Background: an optimization exercise with open tools, aiming at small area, a short achievable clock period and few clock cycles per item. Do not read the settings as production practice.
RTL that was checked went through simulation tests only; none was proved equivalent to the original.
Only the layout flow was run in runs 1, 4 and 5; the RTL was not checked for function there.
Power figures rest on the tool's default switching activity, not on a simulated workload.

## flow/design.v (module list and top-level ports; edited modules follow where they fit)
// module DSP_CONV1D: 431 lines
// module conv_mul_s1: 528 lines
// module conv_mul_s2: 317 lines
// module conv_booth_enc: 50 lines
module DSP_CONV1D #(
    parameter AXI_DATA_WIDTH = 32,
    parameter AXI_ADDR_WIDTH = 5,  
    parameter DSP_DATA_WIDTH = 32,
    parameter MAX_CONV_LEN = 256,
    parameter MAX_KERNEL_LEN = 32
)(
    input  s_axi_clk,
    input  s_axi_resetn,  
    input  [AXI_ADDR_WIDTH-1:0] s_axi_awaddr,
    input  s_axi_awvalid,
    output reg s_axi_awready,
    input  [AXI_DATA_WIDTH-1:0] s_axi_wdata,
    input  [AXI_DATA_WIDTH/8-1:0] s_axi_wstrb,
    input  s_axi_wvalid,
    output reg s_axi_wready,
    output reg  s_axi_bvalid,
    input  s_axi_bready,
    output reg [1:0] s_axi_bresp,
    input  [AXI_ADDR_WIDTH-1:0] s_axi_araddr,
    input  s_axi_arvalid,
    output reg s_axi_arready,
    output reg [AXI_DATA_WIDTH-1:0] s_axi_rdata,
    output reg [1:0] s_axi_rresp,
    output reg s_axi_rvalid,
    input  s_axi_rready,
    output interrupt_o,
    output reg [DSP_DATA_WIDTH-1:0] dsp_mem_addr_o,
    input  [DSP_DATA_WIDTH-1:0] dsp_mem_rdata_i,
    output reg dsp_mem_req_o,
    input  dsp_mem_ack_i,
    output reg dsp_mem_we_o,
    output reg [DSP_DATA_WIDTH-1:0] dsp_mem_wdata_o
);
  // ...
==> flow/run.sh <==
#!/bin/bash
# synth_recipe.tcl (not shown) runs the flow's synth.tcl, then flattens the netlist and writes it again
# the make line also repeats each setting of config.mk as NAME=value (left out here)
make -C /OpenROAD-flow-scripts/flow DESIGN_CONFIG=/design/flow/config.mk WORK_HOME=/design/flow/orfs CLKGATE_MAP_FILE= SYNTH_SCRIPT=/design/flow/synth_recipe.tcl finish
==> flow/config.mk <==
export PLATFORM = sky130hd
export DESIGN_NAME = DSP_CONV1D
export DESIGN_NICKNAME = DSP_CONV1D
export VERILOG_FILES = /design/flow/design.v
export SDC_FILE = /design/flow/constraint.sdc
export NUM_CORES = 8
export LEC_CHECK = 0
export ABC_CLOCK_PERIOD_IN_PS = 3000
export CAP_MARGIN = 20
export CORE_MARGIN = 2
export CORE_UTILIZATION = 40
export SETUP_SLACK_MARGIN = 5
export SLEW_MARGIN = 20
==> flow/constraint.sdc <==
create_clock -name core_clock -period 9.0 [get_ports {s_axi_clk}]
set_input_delay 1.8000 -clock core_clock [delete_from_list [all_inputs] [get_ports {s_axi_clk}]]
set_output_delay 1.8000 -clock core_clock [all_outputs]
set_load 0.01 [all_outputs]
==> notes.md, run 1 <==
----------------------------------------------------
[Placed design]
  Cell area after placement ... 0.0572 mm2
  Half-perimeter wire length of the detailed placement result ... 86.1 mm
  Number of port buffers ... 185

[Synthesis]
  Area share of and/or/nand/nor cells after synthesis ... 6.12%
  Post-synthesis share of cell area spent on xor and xnor gates ... 7.89%
  Combinational family with the most area after synthesis ... adder cells
  Most numerous cell types in the synthesized netlist ... 603 x sky130_fd_sc_hd__edfxtp_1, 351 x sky130_fd_sc_hd__inv_1, 335 x sky130_fd_sc_hd__xnor2_1
  Async S/R FF share, synth ... 23.7%
  Multiplexer share of the synthesized area ... 6.83%

[Die]
  I/O Pins ... 194
  Die Y-Extent ... 370 um
  Core Rows ... 134
  Number of well-tap cells placed ... 1768

[Layout]
  Signal buffers share of area ... 3.95%
  Total number of multi-input combinational cells ... 2561
  Sequential Area ... 0.0293 mm2
  Final #Nets ... 4810
  Commonest cells after routing, fill and taps aside ... 603 x sky130_fd_sc_hd__edfxtp_1, 350 x sky130_fd_sc_hd__inv_1, 335 x sky130_fd_sc_hd__xnor2_1
  Top class by area ... flip-flops and latches

[Timing]
  Final setup skew ... 77.9 ps
  Worst hold slack after final layout ... 348 ps
  Endpoints failing setup ... 0
  Post-route setup TNS ... 0 ps

[Critical path]
  CP Cell Sequence ... clkdlybuf4s50_1
  Crit-path leading delay family ... flip-flops
  Path depth of the worst reg2reg path ... 13
  Category of the worst setup path capture point ... output port

[Power]
  Power share of the clock group ... 19.2%
  Switch Pwr ... 0.00927 W
  Switching Share ... 38.3%
  Sequential power share ... 35.5%

[Routing]
  Routed Wire Length ... 131 mm
  Iteration-0 DRC count of the detailed router ... 2744
  Detail Route met2 WL ... 59.0 mm

[Clock tree]
  Clock sinks ... 1095

[Status]
  Result of the run ... finished clean

[Global route]
  Antenna violations before repair ... 7
  GR Util All Layers ... 19.2%

[Run]
  Number of maximum-capacitance violations ... 0

[Worst hold path]
  Endpoint with the worst hold slack ... w1

----------------------------------------------------
==> module DSP_CONV1D, before the edit <==
module DSP_CONV1D #(
    parameter AXI_DATA_WIDTH = 32,
    parameter AXI_ADDR_WIDTH = 5,  
    parameter DSP_DATA_WIDTH = 32,
    parameter MAX_CONV_LEN = 256,
    parameter MAX_KERNEL_LEN = 32
)(
    input  s_axi_clk,
    input  s_axi_resetn,  
    input  [AXI_ADDR_WIDTH-1:0] s_axi_awaddr,
    input  s_axi_awvalid,
    output reg s_axi_awready,
    input  [AXI_DATA_WIDTH-1:0] s_axi_wdata,
    input  [AXI_DATA_WIDTH/8-1:0] s_axi_wstrb,
    input  s_axi_wvalid,
    output reg s_axi_wready,
    output reg  s_axi_bvalid,
    input  s_axi_bready,
    output reg [1:0] s_axi_bresp,
    input  [AXI_ADDR_WIDTH-1:0] s_axi_araddr,
    input  s_axi_arvalid,
    output reg s_axi_arready,
    output reg [AXI_DATA_WIDTH-1:0] s_axi_rdata,
    output reg [1:0] s_axi_rresp,
    output reg s_axi_rvalid,
    input  s_axi_rready,
    output interrupt_o,
    output reg [DSP_DATA_WIDTH-1:0] dsp_mem_addr_o,
    input  [DSP_DATA_WIDTH-1:0] dsp_mem_rdata_i,
    output reg dsp_mem_req_o,
    input  dsp_mem_ack_i,
    output reg dsp_mem_we_o,
    output reg [DSP_DATA_WIDTH-1:0] dsp_mem_wdata_o
);
    localparam P   = 4;    
    localparam LP  = 2;    
    localparam R   = 6;    
    localparam FD  = 3;    
    localparam WQD = 2;    
    localparam CTRL_REG_ADDR          = 5'h00;
    localparam STATUS_REG_ADDR        = 5'h04;
    localparam DATA_IN_ADDR_REG_ADDR  = 5'h08;
    localparam KERNEL_ADDR_REG_ADDR   = 5'h0C;
    localparam DATA_OUT_ADDR_REG_ADDR = 5'h10;
    localparam DATA_LEN_REG_ADDR      = 5'h14;
    localparam KERNEL_LEN_REG_ADDR    = 5'h18;
    reg interrupt_enable_r;
    reg busy_r;
    reg done_r;
    reg error_r;
    reg [31:0] data_in_addr_r;
    reg [31:0] kernel_addr_r;
    reg [31:0] data_out_addr_r;
    reg [31:0] data_len_r;
    reg [31:0] kernel_len_r;
    assign interrupt_o = (done_r || error_r) && interrupt_enable_r;
    wire axi_write_fire_w = s_axi_awvalid && s_axi_awready && s_axi_wvalid && s_axi_wready;
    wire axi_read_fire_w  = s_axi_arvalid && s_axi_arready;
    wire start_cmd_w = axi_write_fire_w && (s_axi_awaddr == CTRL_REG_ADDR) && s_axi_wdata[0] && !busy_r;
    wire status_read_w = axi_read_fire_w && (s_axi_araddr == STATUS_REG_ADDR);
    always @(posedge s_axi_clk or negedge s_axi_resetn) begin
        if (!s_axi_resetn) begin
            s_axi_awready <= 1'b0;
            s_axi_wready  <= 1'b0;
        end else begin
            if (axi_write_fire_w) begin
                s_axi_awready <= 1'b0;
                s_axi_wready  <= 1'b0;
            end else if (!s_axi_bvalid || s_axi_bready) begin
                s_axi_awready <= 1'b1;
                s_axi_wready  <= 1'b1;
            end
        end
    end
    always @(posedge s_axi_clk or negedge s_axi_resetn) begin
        if (!s_axi_resetn) begin
            interrupt_enable_r <= 1'b0;
            data_in_addr_r     <= 32'b0;
            kernel_addr_r      <= 32'b0;
            data_out_addr_r    <= 32'b0;
            data_len_r         <= 32'b0;
            kernel_len_r       <= 32'b0;
            s_axi_bvalid       <= 1'b0;
            s_axi_bresp        <= 2'b00;
        end else begin
            if (axi_write_fire_w) begin
                s_axi_bvalid <= 1'b1;
                s_axi_bresp  <= 2'b00;
                case (s_axi_awaddr)
                    CTRL_REG_ADDR:          interrupt_enable_r <= s_axi_wdata[1];
                    DATA_IN_ADDR_REG_ADDR:  data_in_addr_r  <= s_axi_wdata;
                    KERNEL_ADDR_REG_ADDR:   kernel_addr_r   <= s_axi_wdata;
                    DATA_OUT_ADDR_REG_ADDR: data_out_addr_r <= s_axi_wdata;
                    DATA_LEN_REG_ADDR:      data_len_r      <= s_axi_wdata;
                    KERNEL_LEN_REG_ADDR:    kernel_len_r    <= s_axi_wdata;
                    default: begin
                    end
                endcase
            end else if (s_axi_bready && s_axi_bvalid) begin
                s_axi_bvalid <= 1'b0;
            end
        end
    end
    always @(posedge s_axi_clk or negedge s_axi_resetn) begin
        if (!s_axi_resetn) begin
            s_axi_arready <= 1'b0;
        end else begin
            if (axi_read_fire_w) begin
                s_axi_arready <= 1'b0;
            end else if (!s_axi_rvalid || s_axi_rready) begin
                s_axi_arready <= 1'b1;
            end
        end
    end
    always @(posedge s_axi_clk or negedge s_axi_resetn) begin
        if (!s_axi_resetn) begin
            s_axi_rvalid <= 1'b0;
            s_axi_rresp  <= 2'b00;
            s_axi_rdata  <= 32'b0;
        end else begin
            if (axi_read_fire_w) begin
                s_axi_rvalid <= 1'b1;
                s_axi_rresp  <= 2'b00;
                case (s_axi_araddr)
                    CTRL_REG_ADDR:          s_axi_rdata <= {30'b0, interrupt_enable_r, 1'b0};
                    STATUS_REG_ADDR:        s_axi_rdata <= {29'b0, error_r, done_r, busy_r};
                    DATA_IN_ADDR_REG_ADDR:  s_axi_rdata <= data_in_addr_r;
                    KERNEL_ADDR_REG_ADDR:   s_axi_rdata <= kernel_addr_r;
                    DATA_OUT_ADDR_REG_ADDR: s_axi_rdata <= data_out_addr_r;
                    DATA_LEN_REG_ADDR:      s_axi_rdata <= data_len_r;
                    KERNEL_LEN_REG_ADDR:    s_axi_rdata <= kernel_len_r;
                    default:                s_axi_rdata <= 32'hDEADBEEF;
                endcase
            end else if (s_axi_rready && s_axi_rvalid) begin
                s_axi_rvalid <= 1'b0;
            end
        end
    end
    wire [5:0] kl6_w  = kernel_len_r[5:0];
    wire kz_w   = (kernel_len_r == 32'd0);
    wire kbig_w = (kernel_len_r[31:6] != 26'd0) || (kl6_w > 6'd32);
    wire nhi_w  = (data_len_r[31:9] != 23'd0);
    wire nlt_w  = !nhi_w && (data_len_r[8:0] < {3'b0, kl6_w});
    wire nbig_w = nhi_w || (data_len_r[8:0] >= {3'b100, kl6_w});
    reg        inv_q;        
    reg [7:0]  nm1_q;        
    reg [5:0]  kl_q;         
    reg [8:0]  dlm1_q;       
    reg [7:0]  lasti_q;      
    reg [8:0]  nblk_q;       
    reg        small_q;      
    reg [LP-1:0] skip_q;     
    always @(posedge s_axi_clk) begin
        inv_q   <= kz_w || kbig_w || nlt_w || nbig_w;
        nm1_q   <= data_len_r[7:0] - {2'b0, kl6_w};
        kl_q    <= kl6_w;
        dlm1_q  <= data_len_r[8:0] - 9'd1;
        small_q <= (nm1_q < P - 1);
        lasti_q <= (nm1_q < P - 1) ? 8'd0 : (nm1_q + 8'd1 - P);
        nblk_q  <= {1'b0, nm1_q >> LP} + 9'd1;
        skip_q  <= (P - 1) - nm1_q[LP-1:0];
    end
    reg errp_q;      
    reg start_q;     
    wire finish_w;
    always @(posedge s_axi_clk or negedge s_axi_resetn) begin
        if (!s_axi_resetn) begin
            busy_r  <= 1'b0;
            done_r  <= 1'b0;
            error_r <= 1'b0;
            errp_q  <= 1'b0;
            start_q <= 1'b0;
        end else begin
            start_q <= start_cmd_w && !inv_q;
            if (start_cmd_w) begin
                busy_r  <= 1'b1;
                done_r  <= 1'b0;
                error_r <= 1'b0;
                errp_q  <= inv_q;
            end else begin
                if (finish_w || errp_q) begin
                    done_r  <= 1'b1;
                    error_r <= errp_q;
                    busy_r  <= 1'b0;
                    errp_q  <= 1'b0;
                end else if (status_read_w) begin
                    done_r  <= 1'b0;
                    error_r <= 1'b0;
                end
            end
        end
    end
    localparam FPW = (FD > 1) ? $clog2(FD) : 1;
    reg [31:0]    fifo [0:FD-1];
    reg [FPW:0]   f_cnt, f_res;
    reg [FPW-1:0] f_rp, f_wp;
    reg           f_avail_q, f_roomy_q;
    wire [31:0] f_head = fifo[f_rp];
    wire f_push = dsp_mem_req_o && dsp_mem_ack_i && !dsp_mem_we_o;
    wire f_pop;
    wire do_r;
    always @(posedge s_axi_clk) begin
        if (f_push) fifo[f_wp] <= dsp_mem_rdata_i;
    end
    always @(posedge s_axi_clk or negedge s_axi_resetn) begin
        if (!s_axi_resetn) begin
            f_cnt <= 0; f_res <= 0; f_rp <= 0; f_wp <= 0;
            f_avail_q <= 1'b0; f_roomy_q <= 1'b1;
        end else begin
            if (f_push) f_wp <= (f_wp == FD-1) ? 0 : f_wp + 1'b1;
            if (f_pop)  f_rp <= (f_rp == FD-1) ? 0 : f_rp + 1'b1;
            case ({f_push, f_pop})
                2'b10: begin f_cnt <= f_cnt + 1'b1; f_avail_q <= 1'b1; end
                2'b01: begin f_cnt <= f_cnt - 1'b1; f_avail_q <= (f_cnt != 1); end
                default: ;
            endcase
            case ({do_r, f_pop})
                2'b10: begin f_res <= f_res + 1'b1; f_roomy_q <= (f_res < FD - 1); end
                2'b01: begin f_res <= f_res - 1'b1; f_roomy_q <= 1'b1; end
                default: ;
            endcase
        end
    end
    localparam WPW = (WQD > 1) ? $clog2(WQD) : 1;
    reg [31:0]    wq   [0:WQD-1];
    reg [WPW:0]   wq_cnt;
    reg [WPW-1:0] wq_rp, wq_wp;
    reg           wq_ne_q;       
    reg           wcredit_q;     
    wire          wq_push;
    wire [31:0]   wq_din;
    wire          do_w;
    wire          w0_n;
    reg           v0, f0, w0;    
    reg           v1, f1, w1;
    reg  [WPW+1:0] w_pend;
    wire [WPW+1:0] w_pend_n = w_pend + w0_n - do_w;
    always @(posedge s_axi_clk) begin
        if (wq_push) wq[wq_wp] <= wq_din;
    end
    always @(posedge s_axi_clk or negedge s_axi_resetn) begin
        if (!s_axi_resetn) begin
            wq_cnt <= 0; wq_rp <= 0; wq_wp <= 0;
            wq_ne_q <= 1'b0; wcredit_q <= 1'b1; w_pend <= 0;
        end else begin
            if (wq_push) wq_wp <= (wq_wp == WQD-1) ? 0 : wq_wp + 1'b1;
            if (do_w)    wq_rp <= (wq_rp == WQD-1) ? 0 : wq_rp + 1'b1;
            case ({wq_push, do_w})
                2'b10: begin wq_cnt <= wq_cnt + 1'b1; wq_ne_q <= 1'b1; end
                2'b01: begin wq_cnt <= wq_cnt - 1'b1; wq_ne_q <= (wq_cnt != 1); end
                default: ;
            endcase
            w_pend <= w_pend_n;
            wcredit_q <= (w_pend_n < WQD);
        end
    end
    reg        r_act;      
    reg        r_k;        
    reg [LP:0] r_fill;     
    reg [5:0]  r_kidx;     
    reg [8:0]  r_nblk;     
    reg [7:0]  r_i;        
    reg [8:0]  rx_idx;     
    reg [31:0] raddr_q;    
    reg        rv_q;       
    wire [7:0] r_inext = (r_nblk == 9'd2) ? lasti_q : r_i + P;
    wire r_grpend = (r_fill == 1);
    wire r_blkend = r_grpend && (r_kidx == kl_q);
    wire r_gen = r_act && (!rv_q || do_r);
    wire [31:0] r_addr = (r_k ? kernel_addr_r : data_in_addr_r) + (r_k ? {26'd0, r_kidx} : {23'd0, rx_idx});
    always @(posedge s_axi_clk or negedge s_axi_resetn) begin
        if (!s_axi_resetn) begin
            r_act <= 1'b0;
            rv_q  <= 1'b0;
        end else begin
            if (start_q) r_act <= 1'b1;
            else if (r_gen && !r_k && r_blkend && r_nblk == 9'd1) r_act <= 1'b0;
            if (r_gen) rv_q <= 1'b1;
            else if (do_r) rv_q <= 1'b0;
        end
    end
    always @(posedge s_axi_clk) begin
        if (r_gen) raddr_q <= r_addr;
        if (start_q) begin
            r_k     <= 1'b1;
            r_kidx  <= 6'd0;
            r_nblk  <= nblk_q;
            r_i     <= 8'd0;
            rx_idx  <= 9'd0;
        end else if (r_gen) begin
            if (r_k) begin
                r_kidx  <= r_kidx + 6'd1;
                r_k     <= 1'b0;
                r_fill  <= (r_kidx == 6'd0) ? P : 1;
            end else begin
                if (rx_idx != dlm1_q) rx_idx <= rx_idx + 9'd1;    
                r_fill <= r_fill - 1'b1;
                if (r_grpend) r_k <= 1'b1;
                if (r_blkend) begin                  
                    r_kidx  <= 6'd0;
                    r_nblk  <= r_nblk - 9'd1;
                    r_i     <= r_inext;
                    rx_idx  <= {1'b0, r_inext};
                end
            end
        end
    end
    wire m_free = !dsp_mem_req_o || dsp_mem_ack_i;
    wire want_r = rv_q && (f_roomy_q || f_pop);
    assign do_w = m_free && wq_ne_q;
    assign do_r = m_free && !wq_ne_q && want_r;
    reg [31:0] waddr_q;    
    always @(posedge s_axi_clk or negedge s_axi_resetn) begin
        if (!s_axi_resetn) begin
            dsp_mem_req_o <= 1'b0;
            dsp_mem_we_o  <= 1'b0;
        end else if (m_free) begin
            dsp_mem_req_o <= wq_ne_q || want_r;
            dsp_mem_we_o  <= wq_ne_q;
        end
    end
    always @(posedge s_axi_clk) begin
        if (m_free) begin
            dsp_mem_addr_o  <= wq_ne_q ? waddr_q : raddr_q;
            dsp_mem_wdata_o <= wq[wq_rp];
        end
        if (start_q) waddr_q <= data_out_addr_r;
        else if (do_w) waddr_q <= waddr_q + 32'd1;
    end
    reg st_kload, st_run, st_flush, st_drain;
    reg [5:0]    c_tap;
    reg [LP-1:0] c_slot;
    reg [8:0]    c_nblk;
    reg          c_first;    
    reg          t0, tl, s0, sl;    
    reg [31:0] a_q;          
    reg [47:0] ksel_q;       
    reg [31:0] dl [0:P-2];   
    wire need_f = t0 || s0 || sl;
    wire wr_op  = t0 && !c_first;
    wire iss_run = st_run && (!need_f || f_avail_q) && (!wr_op || wcredit_q);
    wire flush_wr = small_q ? ({1'b0, c_slot} <= nm1_q[LP:0]) : (c_slot >= skip_q);
    wire iss_flush = st_flush && (!flush_wr || wcredit_q);
    wire iss_kload = st_kload && f_avail_q;
    assign f_pop = iss_kload || (iss_run && need_f);
    assign w0_n = (iss_run && wr_op) || (iss_flush && flush_wr);
    wire [31:0] x_in = (t0 || sl) ? f_head : dl[0];
    wire [47:0] ksel_w;
    conv_booth_enc u_enc (.k(f_head), .sel(ksel_w));
    wire drained = !v0 && !v1 && !wq_ne_q && !dsp_mem_req_o;
    assign finish_w = st_drain && drained;
    integer di;
    always @(posedge s_axi_clk) begin
        if (iss_kload || (iss_run && s0 && !t0)) ksel_q <= ksel_w;
        if (iss_run) begin
            a_q <= x_in;
            for (di = 0; di < P-2; di = di + 1) dl[di] <= dl[di+1];
            dl[P-2] <= x_in;
        end
    end
    always @(posedge s_axi_clk or negedge s_axi_resetn) begin
        if (!s_axi_resetn) begin
            st_kload <= 1'b0; st_run <= 1'b0; st_flush <= 1'b0; st_drain <= 1'b0;
            c_tap <= 6'd0; c_slot <= 0; c_nblk <= 9'd0; c_first <= 1'b0;
            t0 <= 1'b0; tl <= 1'b0; s0 <= 1'b0; sl <= 1'b0;
            v0 <= 1'b0; f0 <= 1'b0; w0 <= 1'b0;
            v1 <= 1'b0; f1 <= 1'b0; w1 <= 1'b0;
        end else begin
            v1 <= v0; f1 <= f0; w1 <= w0;
            v0 <= iss_run || iss_flush;
            f0 <= iss_run && t0;
            w0 <= w0_n;
            if (start_q) begin
                st_kload <= 1'b1;
                c_nblk <= nblk_q;
                c_first <= 1'b1;
                c_tap <= 6'd0; c_slot <= 0;
                t0 <= 1'b1; tl <= (kl_q == 6'd1); s0 <= 1'b1; sl <= 1'b0;
            end
            if (iss_kload) begin
                st_kload <= 1'b0;
                st_run <= 1'b1;
            end
            if (iss_run || iss_flush) begin
                c_slot <= c_slot + 1'b1;
                s0 <= sl;
                sl <= (c_slot == P-2);
            end
            if (iss_run && sl) begin
                c_tap <= c_tap + 6'd1;
                t0 <= 1'b0;
                tl <= (c_tap + 6'd2 == kl_q);
                if (tl) begin                        
                    c_tap <= 6'd0;
                    t0 <= 1'b1;
                    tl <= (kl_q == 6'd1);
                    c_first <= 1'b0;
                    c_nblk <= c_nblk - 9'd1;
                    st_run <= 1'b0;
                    if (c_nblk == 9'd1) st_flush <= 1'b1;
                    else st_kload <= 1'b1;
                end
            end
            if (iss_flush && sl) begin
                st_flush <= 1'b0;
                st_drain <= 1'b1;
            end
            if (finish_w) st_drain <= 1'b0;
        end
    end
    wire [R*32-1:0] rows_w;
    reg  [R*32-1:0] rows_q;
    conv_mul_s1 u_s1 (.x(a_q), .sel(ksel_q), .rows(rows_w));
    always @(posedge s_axi_clk) rows_q <= rows_w;
    reg  [31:0] ring [0:P-2];
    reg  [31:0] rcs0, rcs1;
    wire [31:0] acc_in = f1 ? 32'd0 : ring[0];
    wire [31:0] q0_w, q1_w;
    conv_mul_s2 u_s2 (.rows(rows_q), .acc(acc_in), .q0(q0_w), .q1(q1_w));
    integer ri;
    always @(posedge s_axi_clk) begin
        if (v1) begin
            for (ri = 0; ri < P-2; ri = ri + 1) ring[ri] <= ring[ri+1];
            ring[P-2] <= rcs0 + rcs1;
            rcs0 <= q0_w;
            rcs1 <= q1_w;
        end
    end
    assign wq_push   = v1 && w1;
    assign wq_din    = ring[0];
endmodule
==> run 2: changes to the inputs <==
--- a/flow/design.v
+++ b/flow/design.v
@@ -53,7 +53,8 @@
     reg [31:0] data_out_addr_r;
     reg [31:0] data_len_r;
     reg [31:0] kernel_len_r;
-    assign interrupt_o = (done_r || error_r) && interrupt_enable_r;
+    reg irq_q;       
+    assign interrupt_o = irq_q;
     wire axi_write_fire_w = s_axi_awvalid && s_axi_awready && s_axi_wvalid && s_axi_wready;
     wire axi_read_fire_w  = s_axi_arvalid && s_axi_arready;
     wire start_cmd_w = axi_write_fire_w && (s_axi_awaddr == CTRL_REG_ADDR) && s_axi_wdata[0] && !busy_r;
@@ -163,30 +164,41 @@
     reg errp_q;      
     reg start_q;     
     wire finish_w;
+    wire inten_n = (axi_write_fire_w && s_axi_awaddr == CTRL_REG_ADDR) ? s_axi_wdata[1] : interrupt_enable_r;
+    reg done_n, error_n;
+    always @(*) begin
+        done_n = done_r;
+        error_n = error_r;
+        if (start_cmd_w) begin
+            done_n = 1'b0;
+            error_n = 1'b0;
+        end else if (finish_w || errp_q) begin
+            done_n = 1'b1;
+            error_n = errp_q;
+        end else if (status_read_w) begin
+            done_n = 1'b0;
+            error_n = 1'b0;
+        end
+    end
     always @(posedge s_axi_clk or negedge s_axi_resetn) begin
         if (!s_axi_resetn) begin
             busy_r  <= 1'b0;
             done_r  <= 1'b0;
             error_r <= 1'b0;
+            irq_q   <= 1'b0;
             errp_q  <= 1'b0;
             start_q <= 1'b0;
         end else begin
             start_q <= start_cmd_w && !inv_q;
+            done_r  <= done_n;
+            error_r <= error_n;
+            irq_q   <= inten_n && (done_n || error_n);
             if (start_cmd_w) begin
                 busy_r  <= 1'b1;
-                done_r  <= 1'b0;
-                error_r <= 1'b0;
                 errp_q  <= inv_q;
-            end else begin
-                if (finish_w || errp_q) begin
-                    done_r  <= 1'b1;
-                    error_r <= errp_q;
-                    busy_r  <= 1'b0;
-                    errp_q  <= 1'b0;
-                end else if (status_read_w) begin
-                    done_r  <= 1'b0;
-                    error_r <= 1'b0;
-                end
+            end else if (finish_w || errp_q) begin
+                busy_r  <= 1'b0;
+                errp_q  <= 1'b0;
             end
         end
     end
@@ -261,26 +273,19 @@
     reg [8:0]  r_nblk;     
     reg [7:0]  r_i;        
     reg [8:0]  rx_idx;     
-    reg [31:0] raddr_q;    
-    reg        rv_q;       
     wire [7:0] r_inext = (r_nblk == 9'd2) ? lasti_q : r_i + P;
     wire r_grpend = (r_fill == 1);
     wire r_blkend = r_grpend && (r_kidx == kl_q);
-    wire r_gen = r_act && (!rv_q || do_r);
-    wire [31:0] r_addr = (r_k ? kernel_addr_r : data_in_addr_r) + (r_k ? {26'd0, r_kidx} : {23'd0, rx_idx});
+    wire r_gen = do_r;
     always @(posedge s_axi_clk or negedge s_axi_resetn) begin
         if (!s_axi_resetn) begin
             r_act <= 1'b0;
-            rv_q  <= 1'b0;
         end else begin
             if (start_q) r_act <= 1'b1;
             else if (r_gen && !r_k && r_blkend && r_nblk == 9'd1) r_act <= 1'b0;
-            if (r_gen) rv_q <= 1'b1;
-            else if (do_r) rv_q <= 1'b0;
         end
     end
     always @(posedge s_axi_clk) begin
-        if (r_gen) raddr_q <= r_addr;
         if (start_q) begin
             r_k     <= 1'b1;
             r_kidx  <= 6'd0;
@@ -306,10 +311,15 @@
         end
     end
     wire m_free = !dsp_mem_req_o || dsp_mem_ack_i;
-    wire want_r = rv_q && (f_roomy_q || f_pop);
+    wire want_r = r_act && (f_roomy_q || f_pop);
     assign do_w = m_free && wq_ne_q;
     assign do_r = m_free && !wq_ne_q && want_r;
-    reg [31:0] waddr_q;    
+    reg [8:0]  w_idx;      
+    wire [31:0] base_sel = wq_ne_q ? data_out_addr_r : (r_k ? kernel_addr_r : data_in_addr_r);
+    wire [8:0]  idx_sel  = wq_ne_q ? w_idx : (r_k ? {3'b0, r_kidx} : rx_idx);
+    wire [9:0]  addr_lo  = {1'b0, base_sel[8:0]} + {1'b0, idx_sel};
+    wire [22:0] base_inc = base_sel[31:9] + 23'd1;
+    wire [31:0] addr_nx  = {addr_lo[9] ? base_inc : base_sel[31:9], addr_lo[8:0]};
     always @(posedge s_axi_clk or negedge s_axi_resetn) begin
         if (!s_axi_resetn) begin
             dsp_mem_req_o <= 1'b0;
@@ -321,11 +331,11 @@
     end
     always @(posedge s_axi_clk) begin
         if (m_free) begin
-            dsp_mem_addr_o  <= wq_ne_q ? waddr_q : raddr_q;
+            dsp_mem_addr_o  <= addr_nx;
             dsp_mem_wdata_o <= wq[wq_rp];
         end
-        if (start_q) waddr_q <= data_out_addr_r;
-        else if (do_w) waddr_q <= waddr_q + 32'd1;
+        if (start_q) w_idx <= 9'd0;
+        else if (do_w) w_idx <= w_idx + 9'd1;
     end
     reg st_kload, st_run, st_flush, st_drain;
     reg [5:0]    c_tap;
==> flow/flow/run.sh (new file) <==
#!/bin/bash
set -euo pipefail
bash standard.sh SETUP_SLACK_MARGIN=6.4 "BUFFER_PORTS_ARGS=-buffer_cell sky130_fd_sc_hd__buf_4" finish > standard_finish.log 2>&1
==> flow/standard.sh (new file) <==
#!/bin/bash
# synth_recipe.tcl (not shown) runs the flow's synth.tcl, then flattens the netlist and writes it again
# the make line also repeats each setting of config.mk as NAME=value (left out here)
make -C /OpenROAD-flow-scripts/flow DESIGN_CONFIG=/design/flow/config.mk WORK_HOME=/design/flow/orfs CLKGATE_MAP_FILE= SYNTH_SCRIPT=/design/flow/synth_recipe.tcl "${@:-finish}"
--- a/flow/config.mk
+++ b/flow/config.mk
@@ -9,5 +9,4 @@
 export CAP_MARGIN = 20
 export CORE_MARGIN = 2
 export CORE_UTILIZATION = 40
-export SETUP_SLACK_MARGIN = 5
 export SLEW_MARGIN = 20
removed: flow/run.sh
==> notes.md, run 2 <==
----------------------------------------------------
[Clock tree]
  Worst-path clk slew ... 60 ps (about the same)
  Number of buffers created by CTS ... 113 (was 114)
  H-tree depth ... 3 (unchanged)
  TritonCTS clock tree ... yes (unchanged)
  Root buffer cell ... sky130_fd_sc_hd__clkbuf_16 (unchanged)
  Maximum clock path buffer count ... 3 (unchanged)
  Clock insertion delay at the later pin of the skew report ... 720 ps (was 780 ps)
  Clock sinks ... 1040 (was 1095)
  Number of buffers inserted for hold repair after clock tree synthesis ... 0 (unchanged)

[Die]
  I/O Pins ... 194 (unchanged)
  Die Y-Extent ... 361 um (was 370 um)
  Effective utilization at floorplan ... 40.1% (was 40.2%)
  Die Footprint ... 0.131 mm2 (was 0.137 mm2)
  Floorplan die width ... 361 um (was 370 um)
  Core Rows ... 131 (was 134)
  Core Footprint ... 0.127 mm2 (was 0.133 mm2)

[Worst hold path]
  Classification of the worst-slack hold path ... flip-flop to flip-flop (unchanged)

[Synthesis]
  Share of the yosys chip area belonging to registers ... 53.9% (was 54.7%)
  Most numerous cell types in the synthesized netlist ... 539 x sky130_fd_sc_hd__edfxtp_1, 355 x sky130_fd_sc_hd__inv_1, 324 x sky130_fd_sc_hd__xnor2_1 (was 603 x sky130_fd_sc_hd__edfxtp_1, 351 x sky130_fd_sc_hd__inv_1, 335 x sky130_fd_sc_hd__xnor2_1)
  Number of flip-flops and latches in the synthesized netlist ... 1040 (was 1095)
  Async S/R FF share, synth ... 24.9% (was 23.7%)
  Number of warnings reported in the yosys synthesis log ... 3 (unchanged)
  Mean instance size in the synthesized netlist ... 12.5 um2 (was 12.6 um2)
  Cell taking the most area after synthesis ... sky130_fd_sc_hd__edfxtp_1 (unchanged)
  Top-count cell post-synth ... sky130_fd_sc_hd__edfxtp_1 (unchanged)
  Most area-consuming cells after synthesis ... sky130_fd_sc_hd__edfxtp_1 32%, sky130_fd_sc_hd__dfrtp_1 13%, sky130_fd_sc_hd__dfxtp_1 9.5%, sky130_fd_sc_hd__fa_1 8.8%, sky130_fd_sc_hd__xnor2_1 5.6% (was sky130_fd_sc_hd__edfxtp_1 34%, sky130_fd_sc_hd__dfrtp_1 12%, sky130_fd_sc_hd__dfxtp_1 8.7%, sky130_fd_sc_hd__fa_1 8.5%, sky130_fd_sc_hd__xnor2_1 5.5%)
  Area share of the largest cell type after synthesis ... 31.7% (was 33.9%)
  Post-synth EDFFs ... 539 (was 603)
  Cell area after technology mapping ... 0.0511 mm2 (was 0.0535 mm2)
  Primary flip-flop cell chosen by synthesis mapping ... sky130_fd_sc_hd__edfxtp_1 (unchanged)
  Number of cells produced by synthesis ... 4096 (was 4247)
  Number of distinct library cell variants in the gate-level netlist after synthesis ... 77 (was 89)

[Critical path]
  CP max FO ... 36 (was 5)
  CP Cell Sequence ... buf_4, bufbuf_16, nand2_1, o21ai_0, ha_1, a41oi_4, or4_4, buf_4, nor2_4, xor2_1 (was clkdlybuf4s50_1)
  Sort of element at the start of the critical path ... flip-flop (unchanged)
  Startpoint-to-endpoint class of the critical path ... flip-flop to flip-flop (was flip-flop to output port)
  CP dominant cell by count ... sky130_fd_sc_hd__buf_4
  Critical Path Slowest Stage Cell ... sky130_fd_sc_hd__or4_4 (was sky130_fd_sc_hd__dfrtp_1)
  Category of the worst setup path capture point ... flip-flop (was output port)
  Required arrival time at the worst endpoint ... 9440 ps (was 7200 ps)
  Data arrival at the endpoint of the critical path ... 3630 ps (was 2140 ps)
  Crit path largest cell delay ... 680 ps (was 700 ps)

[Routing]
  DRC violation count after routing ... 0 (unchanged)
  Iteration-0 DRC count of the detailed router ... 2421 (was 2744)
  Antenna Nets Post-Route ... 0 (unchanged)
  Average wire per cell in the routed design ... 21.4 um (was 21.0 um)
  Number of vias per cell ... 5.31 (was 5.25)
  Drt pass-1 iters ... 6 (was 5)
  Routed Wire Length ... 133 mm (was 131 mm)
  Routed vias ... 32900 (was 32800)

[Layout]
  Commonest cells after routing, fill and taps aside ... 539 x sky130_fd_sc_hd__edfxtp_1, 317 x sky130_fd_sc_hd__xnor2_1, 281 x sky130_fd_sc_hd__inv_1 (was 603 x sky130_fd_sc_hd__edfxtp_1, 350 x sky130_fd_sc_hd__inv_1, 335 x sky130_fd_sc_hd__xnor2_1)
  Area overhead of the layout relative to synthesis ... 22.2% (was 14.0%)
  Count of inserted antenna diode cells ... 0 (was 2)
  Flip-flop count of the largest register, all copies and words added ... 167 (unchanged)
  Fraction of layout cells with a size suffix above 1 ... 26.9% (was 12.1%)
  Area of the multi-input gates ... 0.0228 mm2 (was 0.0221 mm2)
  # fillers ... 11000 (was 12000)
  Largest register by flop count ... rows_q (unchanged)
  Most common cell after layout, fill and taps aside ... sky130_fd_sc_hd__edfxtp_1 (unchanged)
  Final #Nets ... 4859 (was 4810)
  Sequential Area ... 0.0276 mm2 (was 0.0293 mm2)

[Status]
  Result of the run ... finished clean (unchanged)

[Timing]
  Post-route setup TNS ... 0 ps (unchanged)
  Max Clk Rate ... 313 MHz (was 254 MHz)
  Final setup skew ... 27.5 ps (was 77.9 ps)
  Endpoints failing setup ... 0 (unchanged)
  Unrepaired setup endpoints after global routing ... true (was false)
  Portion of the clock cycle consumed by the worst path in the final layout ... 35.5% (was 43.8%)
  Max-slew headroom at the worst pin ... 33.6% (was 28.1%)
  Final number of hold-violating endpoints ... 0 (unchanged)
  Final critical delay including setup and external delays ... 3190 ps (was 3940 ps)
  Final Max Tran Viols ... 0 (unchanged)
  Least-Margin Pin Slew ... 993 ps (was 1080 ps)

[Power]
  Power density over cell area ... 312 mW/mm2 (was 397 mW/mm2)
  Total Power ... 0.0194 W (was 0.0242 W)
  Worst vdd ir ... 0.000197 V (was 0.000204 V)
  Leakage power of the design ... 25.0 nW (was 23.9 nW)

[Global route]
  Via count of the first global-routing pass ... 33600 (was 33300)
  GR Util All Layers ... 20.2% (was 19.2%)
  Largest net degree at the start of global routing ... 159 (was 82)
  Global route overflow ... 0 (unchanged)
  Antenna violations before repair ... 2 (was 7)
  Global-route wire length before repair ... 203 mm (was 202 mm)

[Run]
  Number of maximum-capacitance violations ... 0 (unchanged)

[Placed design]
  Number of port buffers ... 185 (unchanged)
  GPL Wtd Cong ... 0.822 (was 0.824)
  Half-perimeter wire length of the detailed placement result ... 81.4 mm (was 86.1 mm)

----------------------------------------------------
## run 2: worst max-delay path, delay by kind of cell, from the launching register on
kind,cells,cell delay (ps)
AND/OR/NAND/NOR,3,840
buffers and inverters,3,740
flip-flops,1,440
adder cells (fa/ha/maj),1,430
AO/OA/AOI/OAI,2,370
XOR/XNOR,1,70
## run 2: stage by stage
stage / cells / cell area [um2] / worst slack [ps] / util (%) / hold WS (ps)
6_report: 6190 / 62400 / 5810 / 49.1 / 345
2_1_floorplan: 4099 / 52200 / 5130 / - / 331
3_3_place_gp: 5757 / 54800 / 4420 / 43.1 / 333
3_5_place_dp: 5758 / 54800 / 4350 / 43.1 / 335
5_1_grt: 6190 / 62400 / 5660 / 49.1 / 354
4_1_cts: 6143 / 61300 / 5740 / 48.2 / 348
## run 2: final cells by class
class / count / area share (%)
sequential: 1040 / 44.2
multi-input combinational: 2459 / 36.6
timing repair buffer: 462 / 7.83
clock buffer: 167 / 5.20
tap: 1662 / 3.33
inverter: 355 / 2.16
clock inverter: 45 / 0.662
## run 2: cells by family after synthesis
logic type | after synthesis | synth area share [%]
muxes | 329 | 7.05
xor gates and xnor gates | 446 | 7.65
buffers and inverters | 604 | 4.52
and+or+nand+nor | 609 | 5.76
DFF | 1040 | 53.9
other | 1 | 0.00734
AOI/OAI and AO/OA | 725 | 9.44
adders and majority gates | 342 | 11.7
## run 2: report_power, final
group          internal (W)  leakage [nW]  total, W  switching (W)
Sequential          0.00661          10.3   0.00721       0.000601
Clock               0.00259          1.79   0.00454        0.00195
Combinational       0.00340          12.9   0.00769        0.00429
## run 2: what timing repair did
action / in CTS / in global routing
buffers inserted: 152 / 44
gates cloned: 21 / 3
endpoints found under the setup margin: 485 / 602
pin swaps: 102 / 75
resized for setup: 309 / 221
## run 2: metal layers
layer | vias to the layer above | part of all wire [%] | global-route usage, %
met4 | 4 | 3.2 | 6.54
met3 | 274 | 5.7 | 3.55
li1 | 15000 | - | -
met2 | 1008 | 49 | 34.4
met5 | - | 0.017 | 0
met1 | 16600 | 42 | 26.1
## run 2: worst paths after layout
check                             startpoint            endpoint  slack [ps]  cells past startpoint
min in group asynchronous       s_axi_resetn   data_in_addr_r[9]        1080                      1
worst min register to register            w0                  w1         350                      0
worst max register to register       wq_ne_q  dsp_mem_addr_o[20]        5810                     10
worst max-delay path                 wq_ne_q  dsp_mem_addr_o[20]        5810                     10
worst min-delay path                      w0                  w1         350                      0
max in group asynchronous       s_axi_resetn           wcredit_q        6910                      2
Testbench counts of run 2, summed over its fixed seeds: cycles 143,289, macs 128,917.
==> run 3: changes to the inputs <==
==> flow/flow/run.sh (replaced) <==
#!/bin/bash
set -euo pipefail
bash standard.sh SETUP_SLACK_MARGIN=6 "BUFFER_PORTS_ARGS=-buffer_cell sky130_fd_sc_hd__buf_4" finish > standard_finish.log 2>&1
==> notes.md, run 3 <==
----------------------------------------------------
[Synthesis]
  Number of warnings reported in the yosys synthesis log ... 3 (unchanged)
  Area share of the largest cell type after synthesis ... 31.7% (unchanged)
  Adder-cell share of the synthesized area ... 11.7% (unchanged)
  Post-synth EDFFs ... 539 (unchanged)
  Cell taking the most area after synthesis ... sky130_fd_sc_hd__edfxtp_1 (unchanged)
  Post-synthesis compound-gate area fraction ... 9.44% (unchanged)
  Most numerous cell types in the synthesized netlist ... 539 x sky130_fd_sc_hd__edfxtp_1, 355 x sky130_fd_sc_hd__inv_1, 324 x sky130_fd_sc_hd__xnor2_1 (unchanged)
  Number of cells produced by synthesis ... 4096 (unchanged)
  Post-synthesis share of cell area spent on xor and xnor gates ... 7.65% (unchanged)
  Mean instance size in the synthesized netlist ... 12.5 um2 (unchanged)
  Cell area after technology mapping ... 0.0511 mm2 (unchanged)
  Area share of and/or/nand/nor cells after synthesis ... 5.76% (unchanged)
  Primary flip-flop cell chosen by synthesis mapping ... sky130_fd_sc_hd__edfxtp_1 (unchanged)
  Number of flip-flops and latches in the synthesized netlist ... 1040 (unchanged)
  Async S/R FF share, synth ... 24.9% (unchanged)
  Share of the yosys chip area belonging to registers ... 53.9% (unchanged)
  Combinational family with the most area after synthesis ... adder cells (unchanged)
  Top-count cell post-synth ... sky130_fd_sc_hd__edfxtp_1 (unchanged)
  Number of distinct library cell variants in the gate-level netlist after synthesis ... 77 (unchanged)
  Most area-consuming cells after synthesis ... sky130_fd_sc_hd__edfxtp_1 32%, sky130_fd_sc_hd__dfrtp_1 13%, sky130_fd_sc_hd__dfxtp_1 9.5%, sky130_fd_sc_hd__fa_1 8.8%, sky130_fd_sc_hd__xnor2_1 5.6% (unchanged)
  Multiplexer share of the synthesized area ... 7.05% (unchanged)

[Global route]
  GR Util All Layers ... 19.6% (was 20.2%)
  Met2 Use GR ... 32.2% (was 34.4%)
  Global route overflow ... 0 (unchanged)
  Met1 Track Usage GR ... 26.6% (was 26.1%)
  Global-route wire length before repair ... 197 mm (was 203 mm)
  Antenna violations before repair ... 0 (was 2)
  Via count of the first global-routing pass ... 32500 (was 33600)
  GRT met3 Usage ... 2.67% (was 3.55%)
  Largest net degree at the start of global routing ... 120 (was 159)
  Busiest grt layer ... met2 (unchanged)

[Layout]
  Area of the multi-input gates ... 0.0220 mm2 (was 0.0228 mm2)
  # fillers ... 11300 (was 11000)
  Largest register by flop count ... rows_q (unchanged)
  Area overhead of the layout relative to synthesis ... 17.5% (was 22.2%)
  Sequential Area ... 0.0275 mm2 (was 0.0276 mm2)
  Commonest cells after routing, fill and taps aside ... 539 x sky130_fd_sc_hd__edfxtp_1, 351 x sky130_fd_sc_hd__inv_1, 323 x sky130_fd_sc_hd__xnor2_1 (was 539 x sky130_fd_sc_hd__edfxtp_1, 317 x sky130_fd_sc_hd__xnor2_1, 281 x sky130_fd_sc_hd__inv_1)
  Count of inserted antenna diode cells ... 0 (unchanged)
  Fraction of layout cells with a size suffix above 1 ... 19.4% (was 26.9%)
  Most common cell after layout, fill and taps aside ... sky130_fd_sc_hd__edfxtp_1 (unchanged)
  Flip-flop count of the largest register, all copies and words added ... 167 (unchanged)
  Final #Nets ... 4736 (was 4859)

[Critical path]
  CP Cell Sequence ... buf_16, mux2i_1, o21a_2, inv_2, ha_4, a21o_1, a21oi_2, o21ai_2, a41oi_4, or4_4, buf_12, nor2_4, xnor2_1 (was buf_4, bufbuf_16, nand2_1, o21ai_0, ha_1, a41oi_4, or4_4, buf_4, nor2_4, xor2_1)
  Worst setup endpoint ... dsp_mem_addr_o[16] (was dsp_mem_addr_o[20])
  CP max FO ... 7 (was 36)
  Data arrival at the endpoint of the critical path ... 3630 ps (about the same)
  Sort of element at the start of the critical path ... flip-flop (unchanged)
  Critical Path Slowest Stage Cell ... sky130_fd_sc_hd__or4_4 (unchanged)
  Startpoint-to-endpoint class of the critical path ... flip-flop to flip-flop (unchanged)
  Crit path largest cell delay ... 690 ps (was 680 ps)
  Path depth of the worst reg2reg path ... 13 (was 10)
  Reg2reg setup slack ... 5800 ps (was 5810 ps)
  Category of the worst setup path capture point ... flip-flop (unchanged)
  Required arrival time at the worst endpoint ... 9430 ps (was 9440 ps)
  Capturing point of the worst reg2reg path ... dsp_mem_addr_o[16] (was dsp_mem_addr_o[20])
  Crit path launch ... r_k (was wq_ne_q)
  Startpoint of the most critical register-to-register path ... r_k (was wq_ne_q)

[Timing]
  Post-route setup TNS ... 0 ps (unchanged)
  Max-slew headroom at the worst pin ... 31.2% (was 33.6%)
  Final setup margin ... 5800 ps (was 5810 ps)
  Portion of the clock cycle consumed by the worst path in the final layout ... 35.5% (about the same)
  Max Clk Rate ... 313 MHz (about the same)
  Least-Margin Pin Slew ... 1020 ps (was 993 ps)
  Final critical delay including setup and external delays ... 3200 ps (was 3190 ps)
  Worst hold slack after final layout ... 347 ps (was 345 ps)
  Final number of hold-violating endpoints ... 0 (unchanged)
  Endpoints failing setup ... 0 (unchanged)
  Final setup skew ... 52.6 ps (was 27.5 ps)
  Final Max Tran Viols ... 0 (unchanged)
  Unrepaired setup endpoints after global routing ... true (unchanged)

[Routing]
  Antenna Nets Post-Route ... 0 (unchanged)
  Drt pass-1 iters ... 6 (unchanged)
  Iteration-0 DRC count of the detailed router ... 2456 (was 2421)
  DRC violation count after routing ... 0 (unchanged)
  Number of vias per cell ... 5.30 (was 5.31)
  Average wire per cell in the routed design ... 21.1 um (was 21.4 um)
  Routed Wire Length ... 128 mm (was 133 mm)
  Routed vias ... 32200 (was 32900)

[Die]
  I/O Pins ... 194 (unchanged)
  Die Y-Extent ... 361 um (unchanged)
  Core Footprint ... 0.127 mm2 (unchanged)
  Die Footprint ... 0.131 mm2 (unchanged)
  Effective utilization at floorplan ... 40.1% (unchanged)
  Floorplan die width ... 361 um (unchanged)
  Core Rows ... 131 (unchanged)

[Clock tree]
  Worst-path clk slew ... 60 ps (about the same)
  Clock sinks ... 1040 (unchanged)
  TritonCTS clock tree ... yes (unchanged)
  H-tree depth ... 3 (unchanged)
  Clock insertion delay at the later pin of the skew report ... 730 ps (was 720 ps)
  Maximum clock path buffer count ... 3 (unchanged)
  Root buffer cell ... sky130_fd_sc_hd__clkbuf_16 (unchanged)
  Number of buffers created by CTS ... 111 (was 113)

[Worst hold path]
  Classification of the worst-slack hold path ... flip-flop to flip-flop (unchanged)
  Worst Hold Launch ... w0 (unchanged)

[Power]
  Worst vdd ir ... 0.000217 V (was 0.000197 V)
  Total Power ... 0.0190 W (was 0.0194 W)
  Leakage power of the design ... 24.2 nW (was 25.0 nW)
  Power density over cell area ... 316 mW/mm2 (was 312 mW/mm2)

[Placed design]
  Half-perimeter wire length of the detailed placement result ... 82.7 mm (was 81.4 mm)
  Number of port buffers ... 185 (unchanged)
  GPL Wtd Cong ... 0.817 (was 0.822)
  Worst setup timing slack at the placement stage ... 4220 ps (was 4350 ps)

[Run]
  Number of maximum-capacitance violations ... 0 (unchanged)

[Status]
  Result of the run ... finished clean (unchanged)

----------------------------------------------------
==> run 3: report_power, final <==
group | internal, W | switching (W) | leakage (nW)
Sequential | 0.00660 | 0.000572 | 10.3
Clock | 0.00278 | 0.00193 | 1.86
Combinational | 0.00301 | 0.00410 | 12.0
==> run 3: logic make-up after synthesis <==
| group | count (synthesis) |
|---|---|
| flops | 1040 |
| compound gates | 725 |
| simple gates | 609 |
| buf+inv | 604 |
| xor+xnor | 446 |
| fa+ha+maj | 342 |
| mux | 329 |
| other cells | 1 |
==> run 3: cell type report <==
class	instances	area share (%)
clock inverters	62	1.16
clock buffers	149	5.19
inverters	355	2.23
flip-flops and latches	1040	45.9
well taps	1662	3.47
multi-input cells	2458	36.7
repair buffers	342	5.35
==> run 3: what timing repair did <==
item / in CTS / in global routing
gates cloned: 6 / 0
endpoints found under the setup margin: 267 / 344
hold buffers: 0 / 0
pin swaps: 12 / 13
gates resized for setup: 121 / 49
buffers inserted: 54 / 37
==> run 3: per-layer routing <==
metal / vias to the layer above / share of wire (%)
met5: - / 0
met4: 0 / 3.2
met3: 229 / 4.5
met2: 857 / 48
met1: 16300 / 45
li1: 14800 / -
==> run 3: metrics by stage <==
stage / util, % / cells / area, um2
floorplan: - / 4099 / 51900
global placement: 43.0 / 5759 / 54700
detailed placement: 43.0 / 5760 / 54700
CTS: 46.8 / 6031 / 59500
global route: 47.2 / 6068 / 60000
finish: 47.2 / 6068 / 60000
==> run 3: worst min path at each step <==
stage          cells after the start  endpoint
4_1_cts                            0        w1
6_report                           0        w1
2_1_floorplan                      0        f1
3_3_place_gp                       0        w1
5_1_grt                            0        f1
3_5_place_dp                       0        w1
==> run 3: worst max-delay path: cells and delay by family, from the launching register on <==
family / cells / cell delay [ps]
flip-flops: 1 / 430
AO/OA/AOI/OAI: 5 / 810
adder cells (fa/ha/maj): 1 / 250
multiplexers: 1 / 200
XOR/XNOR: 1 / 60
buffers and inverters: 3 / 400
AND/OR/NAND/NOR: 2 / 760
==> run 4: changes to the inputs <==
--- a/flow/design.v
+++ b/flow/design.v
@@ -343,7 +343,6 @@
     reg [8:0]    c_nblk;
     reg          c_first;    
     reg          t0, tl, s0, sl;    
-    reg [31:0] a_q;          
     reg [47:0] ksel_q;       
     reg [31:0] dl [0:P-2];   
     wire need_f = t0 || s0 || sl;
@@ -363,7 +362,6 @@
     always @(posedge s_axi_clk) begin
         if (iss_kload || (iss_run && s0 && !t0)) ksel_q <= ksel_w;
         if (iss_run) begin
-            a_q <= x_in;
             for (di = 0; di < P-2; di = di + 1) dl[di] <= dl[di+1];
             dl[P-2] <= x_in;
         end
@@ -420,7 +418,7 @@
     end
     wire [R*32-1:0] rows_w;
     reg  [R*32-1:0] rows_q;
-    conv_mul_s1 u_s1 (.x(a_q), .sel(ksel_q), .rows(rows_w));
+    conv_mul_s1 u_s1 (.x(dl[P-2]), .sel(ksel_q), .rows(rows_w));
     always @(posedge s_axi_clk) rows_q <= rows_w;
     reg  [31:0] ring [0:P-2];
     reg  [31:0] rcs0, rcs1;
==> notes.md, run 4 <==
----------------------------------------------------
[Clock tree]
  H-tree depth ... 3 (unchanged)
  Maximum clock path buffer count ... 3 (unchanged)
  Number of buffers created by CTS ... 109 (was 111)
  Clock insertion delay at the later pin of the skew report ... 750 ps (was 730 ps)
  Worst-path clk slew ... 60 ps (about the same)
  Root buffer cell ... sky130_fd_sc_hd__clkbuf_16 (unchanged)
  TritonCTS clock tree ... yes (unchanged)
  Clock sinks ... 1040 (unchanged)

[Routing]
  Routed Wire Length ... 124 mm (was 128 mm)
  Iteration-0 DRC count of the detailed router ... 2712 (was 2456)
  Number of vias per cell ... 5.26 (was 5.30)
  Routed vias ... 31700 (was 32200)
  Drt pass-1 iters ... 6 (unchanged)
  DRC violation count after routing ... 0 (unchanged)
  Average wire per cell in the routed design ... 20.5 um (was 21.1 um)
  Antenna Nets Post-Route ... 0 (unchanged)

[Layout]
  Largest register by flop count ... rows_q (unchanged)
  Sequential Area ... 0.0275 mm2 (unchanged)
  Count of placed standard cells in the final layout, fillers left out ... 6038 (was 6068)
  Most common cell after layout, fill and taps aside ... sky130_fd_sc_hd__edfxtp_1 (unchanged)
  Area overhead of the layout relative to synthesis ... 17.5% (about the same)
  Flip-flop count of the largest register, all copies and words added ... 167 (unchanged)
  Area of the multi-input gates ... 0.0217 mm2 (was 0.0220 mm2)
  # fillers ... 11100 (was 11300)
  Final #Nets ... 4717 (was 4736)
  Fraction of layout cells with a size suffix above 1 ... 19.0% (was 19.4%)
  Commonest cells after routing, fill and taps aside ... 539 x sky130_fd_sc_hd__edfxtp_1, 357 x sky130_fd_sc_hd__inv_1, 328 x sky130_fd_sc_hd__xnor2_1 (was 539 x sky130_fd_sc_hd__edfxtp_1, 351 x sky130_fd_sc_hd__inv_1, 323 x sky130_fd_sc_hd__xnor2_1)

[Global route]
  Global route overflow ... 0 (unchanged)
  Largest net degree at the start of global routing ... 159 (was 120)
  Via count of the first global-routing pass ... 32200 (was 32500)
  GR Util All Layers ... 19.1% (was 19.6%)
  Global-route wire length before repair ... 192 mm (was 197 mm)
  Antenna violations before repair ... 6 (was 0)

[Synthesis]
  Number of distinct library cell variants in the gate-level netlist after synthesis ... 85 (was 77)
  Cell taking the most area after synthesis ... sky130_fd_sc_hd__edfxtp_1 (unchanged)
  Post-synth EDFFs ... 539 (unchanged)
  Area share of the largest cell type after synthesis ... 31.9% (was 31.7%)
  Top-count cell post-synth ... sky130_fd_sc_hd__edfxtp_1 (unchanged)
  Most numerous cell types in the synthesized netlist ... 539 x sky130_fd_sc_hd__edfxtp_1, 361 x sky130_fd_sc_hd__inv_1, 328 x sky130_fd_sc_hd__xnor2_1 (was 539 x sky130_fd_sc_hd__edfxtp_1, 355 x sky130_fd_sc_hd__inv_1, 324 x sky130_fd_sc_hd__xnor2_1)
  Share of the yosys chip area belonging to registers ... 54.3% (was 53.9%)
  Async S/R FF share, synth ... 24.9% (unchanged)
  Most area-consuming cells after synthesis ... sky130_fd_sc_hd__edfxtp_1 32%, sky130_fd_sc_hd__dfrtp_1 13%, sky130_fd_sc_hd__dfxtp_1 9.6%, sky130_fd_sc_hd__fa_1 8.9%, sky130_fd_sc_hd__xnor2_1 5.7% (was sky130_fd_sc_hd__edfxtp_1 32%, sky130_fd_sc_hd__dfrtp_1 13%, sky130_fd_sc_hd__dfxtp_1 9.5%, sky130_fd_sc_hd__fa_1 8.8%, sky130_fd_sc_hd__xnor2_1 5.6%)
  Number of flip-flops and latches in the synthesized netlist ... 1040 (unchanged)
  Number of cells produced by synthesis ... 4063 (was 4096)
  Cell area after technology mapping ... 0.0507 mm2 (was 0.0511 mm2)
  Primary flip-flop cell chosen by synthesis mapping ... sky130_fd_sc_hd__edfxtp_1 (unchanged)
  Mean instance size in the synthesized netlist ... 12.5 um2 (about the same)
  Number of warnings reported in the yosys synthesis log ... 5 (was 3)

[Critical path]
  CP Cell Sequence ... buf_6 (was buf_16, mux2i_1, o21a_2, inv_2, ha_4, a21o_1, a21oi_2, o21ai_2, a41oi_4, or4_4, buf_12, nor2_4, xnor2_1)
  Worst path bufs/invs ... 1 (was 3)
  Required arrival time at the worst endpoint ... 7200 ps (was 9430 ps)
  Category of the worst setup path capture point ... output port (was flip-flop)
  Critical Path Slowest Stage Cell ... sky130_fd_sc_hd__dfrtp_2 (was sky130_fd_sc_hd__or4_4)
  Crit path largest cell delay ... 460 ps (was 690 ps)
  Crit-path leading delay family ... flip-flops (was compound AO/OA/AOI/OAI gates)
  Data arrival at the endpoint of the critical path ... 1360 ps (was 3630 ps)
  Sort of element at the start of the critical path ... flip-flop (unchanged)
  Startpoint-to-endpoint class of the critical path ... flip-flop to output port (was flip-flop to flip-flop)
  CP max FO ... 2 (was 7)

[Power]
  Power density over cell area ... 324 mW/mm2 (was 316 mW/mm2)
  Switching Share ... 35.4% (was 34.8%)
  Worst vdd ir ... 0.000199 V (was 0.000217 V)
  Leakage power of the design ... 24.0 nW (was 24.2 nW)
  Internal power ... 0.0125 W (was 0.0124 W)
  Sequential power share ... 37.3% (was 37.8%)
  Power share of the clock group ... 23.6% (was 24.8%)
  Total Power ... 0.0193 W (was 0.0190 W)
  Switch Pwr ... 0.00684 W (was 0.00660 W)
  Logic gate share of total power ... 39.1% (was 37.4%)

[Die]
  Die Footprint ... 0.130 mm2 (was 0.131 mm2)
  Die Y-Extent ... 360 um (was 361 um)
  Effective utilization at floorplan ... 40.3% (was 40.1%)
  Core Rows ... 130 (was 131)
  Floorplan die width ... 360 um (was 361 um)
  I/O Pins ... 194 (unchanged)
  Core Footprint ... 0.126 mm2 (was 0.127 mm2)

[Placed design]
  Number of port buffers ... 185 (unchanged)
  Placed instance count ... 5726 (was 5760)
  GPL Wtd Cong ... 0.810 (was 0.817)
  Half-perimeter wire length of the detailed placement result ... 79.0 mm (was 82.7 mm)

[Timing]
  Endpoints failing setup ... 0 (unchanged)
  Max Clk Rate ... 317 MHz (was 313 MHz)
  Post-route setup TNS ... 0 ps (unchanged)
  Final Max Tran Viols ... 0 (unchanged)
  Final number of hold-violating endpoints ... 0 (unchanged)
  Portion of the clock cycle consumed by the worst path in the final layout ... 35.1% (was 35.5%)
  Final critical delay including setup and external delays ... 3160 ps (was 3200 ps)
  Unrepaired setup endpoints after global routing ... true (unchanged)
  Least-Margin Pin Slew ... 1000 ps (was 1020 ps)
  Final setup skew ... 81.2 ps (was 52.6 ps)
  Max-slew headroom at the worst pin ... 33.1% (was 31.2%)

[Worst hold path]
  Classification of the worst-slack hold path ... flip-flop to flip-flop (unchanged)

[Run]
  Number of maximum-capacitance violations ... 0 (unchanged)

[Status]
  Result of the run ... finished clean (unchanged)

----------------------------------------------------
[run 4: cell count changes after synthesis, moves of 9 or more]
cell / change
sky130_fd_sc_hd__o21ai_0: -43
sky130_fd_sc_hd__nor2_1: +41
sky130_fd_sc_hd__mux2_2: -38
sky130_fd_sc_hd__a21oi_1: +23
sky130_fd_sc_hd__o21a_1: -21
sky130_fd_sc_hd__a222oi_1: +20
sky130_fd_sc_hd__clkbuf_1: -20
sky130_fd_sc_hd__o21ai_1: +17
sky130_fd_sc_hd__mux2i_1: -13
sky130_fd_sc_hd__buf_2: +10
sky130_fd_sc_hd__mux2_1: +9
sky130_fd_sc_hd__nand3_1: -9
[run 4: path summary, 6_finish.rpt]
kind                                      start                 end  slack, ps  depth (start not counted)
worst max-delay path            s_axi_rdata[30]     s_axi_rdata[30]       5840                          1
worst min-delay path                         w0                  w1        350                          0
worst max register to register          wq_ne_q  dsp_mem_addr_o[29]       5940                         16
worst min register to register               w0                  w1        350                          0
max in group asynchronous          s_axi_resetn             f_rp[1]       6490                          2
min in group asynchronous          s_axi_resetn       data_len_r[3]       1070                          1
[run 4: final cells by class]
| cell class | count | share of cell area, % |
|---|---|---|
| Antenna cell | 3 | 0.0126 |
| Clock buffer | 136 | 4.94 |
| Clock inverter | 71 | 1.19 |
| Inverter | 363 | 2.30 |
| Multi-Input combinational cell | 2428 | 36.5 |
| Sequential cell | 1040 | 46.2 |
| Tap cell | 1650 | 3.47 |
| Timing Repair Buffer | 346 | 5.35 |
| Timing Repair inverter | 1 | 0.00840 |
[run 4: power by group through the flow]
stage          Clock, W  Combinational, W  Sequential [W]
3_3_place_gp          0           0.00707         0.00731
5_1_grt         0.00488           0.00869         0.00731
4_1_cts         0.00469           0.00761         0.00721
6_report        0.00456           0.00756         0.00720
2_1_floorplan         0           0.00517         0.00714
3_5_place_dp          0           0.00724         0.00733
[run 4: kinds of logic (layout without fill, tap and decap cells)]
family,Yosys count,after routing,share of synthesized area [%]
AO/OA/AOI/OAI,721,721,9.68
adder cells (fa/ha/maj),342,342,11.8
multiplexers,286,286,6.15
flip-flops,1040,1040,54.3
AND/OR/NAND/NOR,624,625,5.77
other,1,7,0.00740
XOR/XNOR,450,450,7.78
buffers and inverters,599,917,4.55
[run 4: metrics by stage]
stage / utilization [%] / instance area [um2] / setup WS [ps] / hold WS (ps)
floorplan: - / 51500 / 4610 / 331
global placement: 43.2 / 54300 / 4130 / 339
detailed placement: 43.2 / 54300 / 4120 / 337
CTS: 46.9 / 59000 / 5790 / 357
global route: 47.4 / 59600 / 5800 / 365
finish: 47.4 / 59600 / 5840 / 354
[run 4: timing repair]
action,4_1_cts,5_1_grt
hold endpoints to repair,0,0
pin swaps,21,22
gates cloned,4,2
gates resized for setup,112,66
buffers inserted,63,32
endpoints found under the setup margin,157,273
hold buffers,0,0
[run 4: layer usage]
| metal | track usage (%) | share of wire (%) | up-vias |
|---|---|---|---|
| li1 | - | - | 14600 |
| met2 | 29.6 | 46 | 962 |
| met3 | 3.10 | 5.9 | 187 |
| met5 | 0 | 0.020 | - |
| met1 | 27.4 | 46 | 15900 |
| met4 | 6.17 | 2.5 | 4 |
==> run 5: changes to the inputs <==
--- a/flow/design.v
+++ b/flow/design.v
@@ -343,7 +343,7 @@
     reg [8:0]    c_nblk;
     reg          c_first;    
     reg          t0, tl, s0, sl;    
-    reg [47:0] ksel_q;       
+    reg [31:0] k_q;          
     reg [31:0] dl [0:P-2];   
     wire need_f = t0 || s0 || sl;
     wire wr_op  = t0 && !c_first;
@@ -355,12 +355,12 @@
     assign w0_n = (iss_run && wr_op) || (iss_flush && flush_wr);
     wire [31:0] x_in = (t0 || sl) ? f_head : dl[0];
     wire [47:0] ksel_w;
-    conv_booth_enc u_enc (.k(f_head), .sel(ksel_w));
+    conv_booth_enc u_enc (.k(k_q), .sel(ksel_w));
     wire drained = !v0 && !v1 && !wq_ne_q && !dsp_mem_req_o;
     assign finish_w = st_drain && drained;
     integer di;
     always @(posedge s_axi_clk) begin
-        if (iss_kload || (iss_run && s0 && !t0)) ksel_q <= ksel_w;
+        if (iss_kload || (iss_run && s0 && !t0)) k_q <= f_head;
         if (iss_run) begin
             for (di = 0; di < P-2; di = di + 1) dl[di] <= dl[di+1];
             dl[P-2] <= x_in;
@@ -418,7 +418,7 @@
     end
     wire [R*32-1:0] rows_w;
     reg  [R*32-1:0] rows_q;
-    conv_mul_s1 u_s1 (.x(dl[P-2]), .sel(ksel_q), .rows(rows_w));
+    conv_mul_s1 u_s1 (.x(dl[P-2]), .sel(ksel_w), .rows(rows_w));
     always @(posedge s_axi_clk) rows_q <= rows_w;
     reg  [31:0] ring [0:P-2];
     reg  [31:0] rcs0, rcs1;
==> notes.md, run 5 <==
----------------------------------------------------
[Timing]
  Portion of the clock cycle consumed by the worst path in the final layout ... 36.7% (was 35.1%)
  Endpoints failing setup ... 0 (unchanged)
  Unrepaired setup endpoints after global routing ... true (unchanged)
  Least-Margin Pin Slew ... 1050 ps (was 1000 ps)
  Final number of hold-violating endpoints ... 0 (unchanged)

[Placed design]
  Worst setup timing slack at the placement stage ... 4390 ps (was 4120 ps)
  Placed instance count ... 6955 (was 5726)
  GPL Wtd Cong ... 0.870 (was 0.810)
  Number of port buffers ... 185 (unchanged)

[Power]
  Worst vdd ir ... 0.000184 V (was 0.000199 V)
  Leakage power of the design ... 26.9 nW (was 24.0 nW)

[Global route]
  Antenna violations before repair ... 1 (was 6)
  Largest net degree at the start of global routing ... 154 (was 159)

[Layout]
  Final #Nets ... 5937 (was 4717)
  Commonest cells after routing, fill and taps aside ... 523 x sky130_fd_sc_hd__edfxtp_1, 443 x sky130_fd_sc_hd__nand2_1, 431 x sky130_fd_sc_hd__nor2_1 (was 539 x sky130_fd_sc_hd__edfxtp_1, 357 x sky130_fd_sc_hd__inv_1, 328 x sky130_fd_sc_hd__xnor2_1)
  Most common cell after layout, fill and taps aside ... sky130_fd_sc_hd__edfxtp_1 (unchanged)

[Clock tree]
  Worst-path clk slew ... 60 ps (about the same)
  Clock insertion delay at the later pin of the skew report ... 740 ps (was 750 ps)
  Root buffer cell ... sky130_fd_sc_hd__clkbuf_16 (unchanged)
  TritonCTS clock tree ... yes (unchanged)
  Maximum clock path buffer count ... 3 (unchanged)

[Status]
  Result of the run ... finished clean (unchanged)

[Die]
  Core Rows ... 136 (was 130)
  Effective utilization at floorplan ... 40.4% (was 40.3%)

[Synthesis]
  Primary flip-flop cell chosen by synthesis mapping ... sky130_fd_sc_hd__edfxtp_1 (unchanged)
  Async S/R FF share, synth ... 25.3% (was 24.9%)
  Top-count cell post-synth ... sky130_fd_sc_hd__edfxtp_1 (unchanged)
  Number of distinct library cell variants in the gate-level netlist after synthesis ... 90 (was 85)

[Critical path]
  CP Cell Sequence ... buf_6, mux2i_2, o21a_1, inv_1, ha_1, a21o_1, a21oi_2, o21ai_2, a2111oi_4, o31a_4, nor3_4, and4bb_1, xnor2_1 (was buf_6)
  Startpoint-to-endpoint class of the critical path ... flip-flop to flip-flop (was flip-flop to output port)
  Data arrival at the endpoint of the critical path ... 3760 ps (was 1360 ps)
  Crit path largest cell delay ... 420 ps (was 460 ps)

[Routing]
  Antenna Nets Post-Route ... 0 (unchanged)
  Drt pass-1 iters ... 6 (unchanged)

----------------------------------------------------
==> run 5: changes by cell type after synthesis, sizes merged, moves of 30 or more <==
cell and change:
inv +39, maj3 +62, a21oi +239, buf +36
xnor2 -182, clkbuf +140, o21ai +228, a22oi -220
o22ai +91, nand2 +263, xor2 -30, nor2 +265
a211oi +102, a221oi +82
==> run 5: worst paths after layout <==
| check | startpoint | to | slack, ps | cells after the start |
|---|---|---|---|---|
| setup / recovery | r_k | dsp_mem_addr_o[22] | 5700 | 13 |
| hold / removal | f0 | f1 | 350 | 0 |
| setup reg to reg | r_k | dsp_mem_addr_o[22] | 5700 | 13 |
| hold reg to reg | f0 | f1 | 350 | 0 |
| max in group asynchronous | s_axi_resetn | kernel_addr_r[28] | 6520 | 2 |
| min in group asynchronous | s_axi_resetn | data_in_addr_r[6] | 1080 | 1 |
==> run 5: cells by family (layout without fill, tap and decap cells) <==
kind of cell               Yosys count  in the layout  share of synthesized area [%]
and+or+nand+nor                   1202           1204                           9.46
AOI/OAI and AO/OA                 1281           1281                           14.3
adders and majority gates          405            405                           11.9
other                                1              6                        0.00673
muxes                              334            334                           6.52
xor gates and xnor gates           238            238                           3.74
DFF                               1024           1024                           48.5
buffers and inverters              814           1114                           5.60
==> run 5: per-layer routing <==
layer	track usage (%)	share of wire, %	vias up
met2	35.2	47	1598
li1	-	-	19000
met5	0	0.040	-
met1	28.3	41	20300
met3	3.62	7.0	410
met4	9.62	5.2	4
==> run 5: timing repair <==
item / CTS / global route
gates cloned: 28 / 13
setup buffers: 138 / 54
pin swaps: 45 / 75
resized for setup: 310 / 175
endpoints found under the setup margin: 387 / 282
==> run 5: worst max-delay path, delay by kind of cell (launching register included) <==
family	cells	cell delay (ps)
flops	1	420
mux	1	230
xor+xnor	1	130
buf+inv	2	220
simple gates	2	340
compound gates	6	1390
fa+ha+maj	1	260
==> run 5: area by class of cell <==
class | instances | area, um2
antenna | 2 | 5.00
clock buffer | 155 | 3100
clock inverter | 54 | 563
fill | 12300 | 70600
inverter | 402 | 1590
multi-input combinational | 3466 | 27100
sequential | 1024 | 27000
tap | 1794 | 2240
timing repair buffer | 501 | 5530
timing repair inverter | 2 | 18.8
==> run 5: through the flow <==
step | hold WS (ps) | instance area, um2
2_1_floorplan | 331 | 56700
6_report | 347 | 67200
3_5_place_dp | 336 | 59100
3_3_place_gp | 335 | 59100
5_1_grt | 361 | 67200
4_1_cts | 349 | 65900
==> run 5: power breakdown <==
part	switching [W]	internal, W
sequential	0.000521	0.00641
combinational	0.00431	0.00316
clock	0.00194	0.00259
total	0.00677	0.0122

Re-timed with assumed drivers on the ports (clkbuf_16 on the clock, buf_2 on other inputs), run 5 has 5.699 ns of setup slack against 5.699 ns with ideal ports, and 5.262 ns once port delays also move by the mid clock arrival of 0.794 ns.
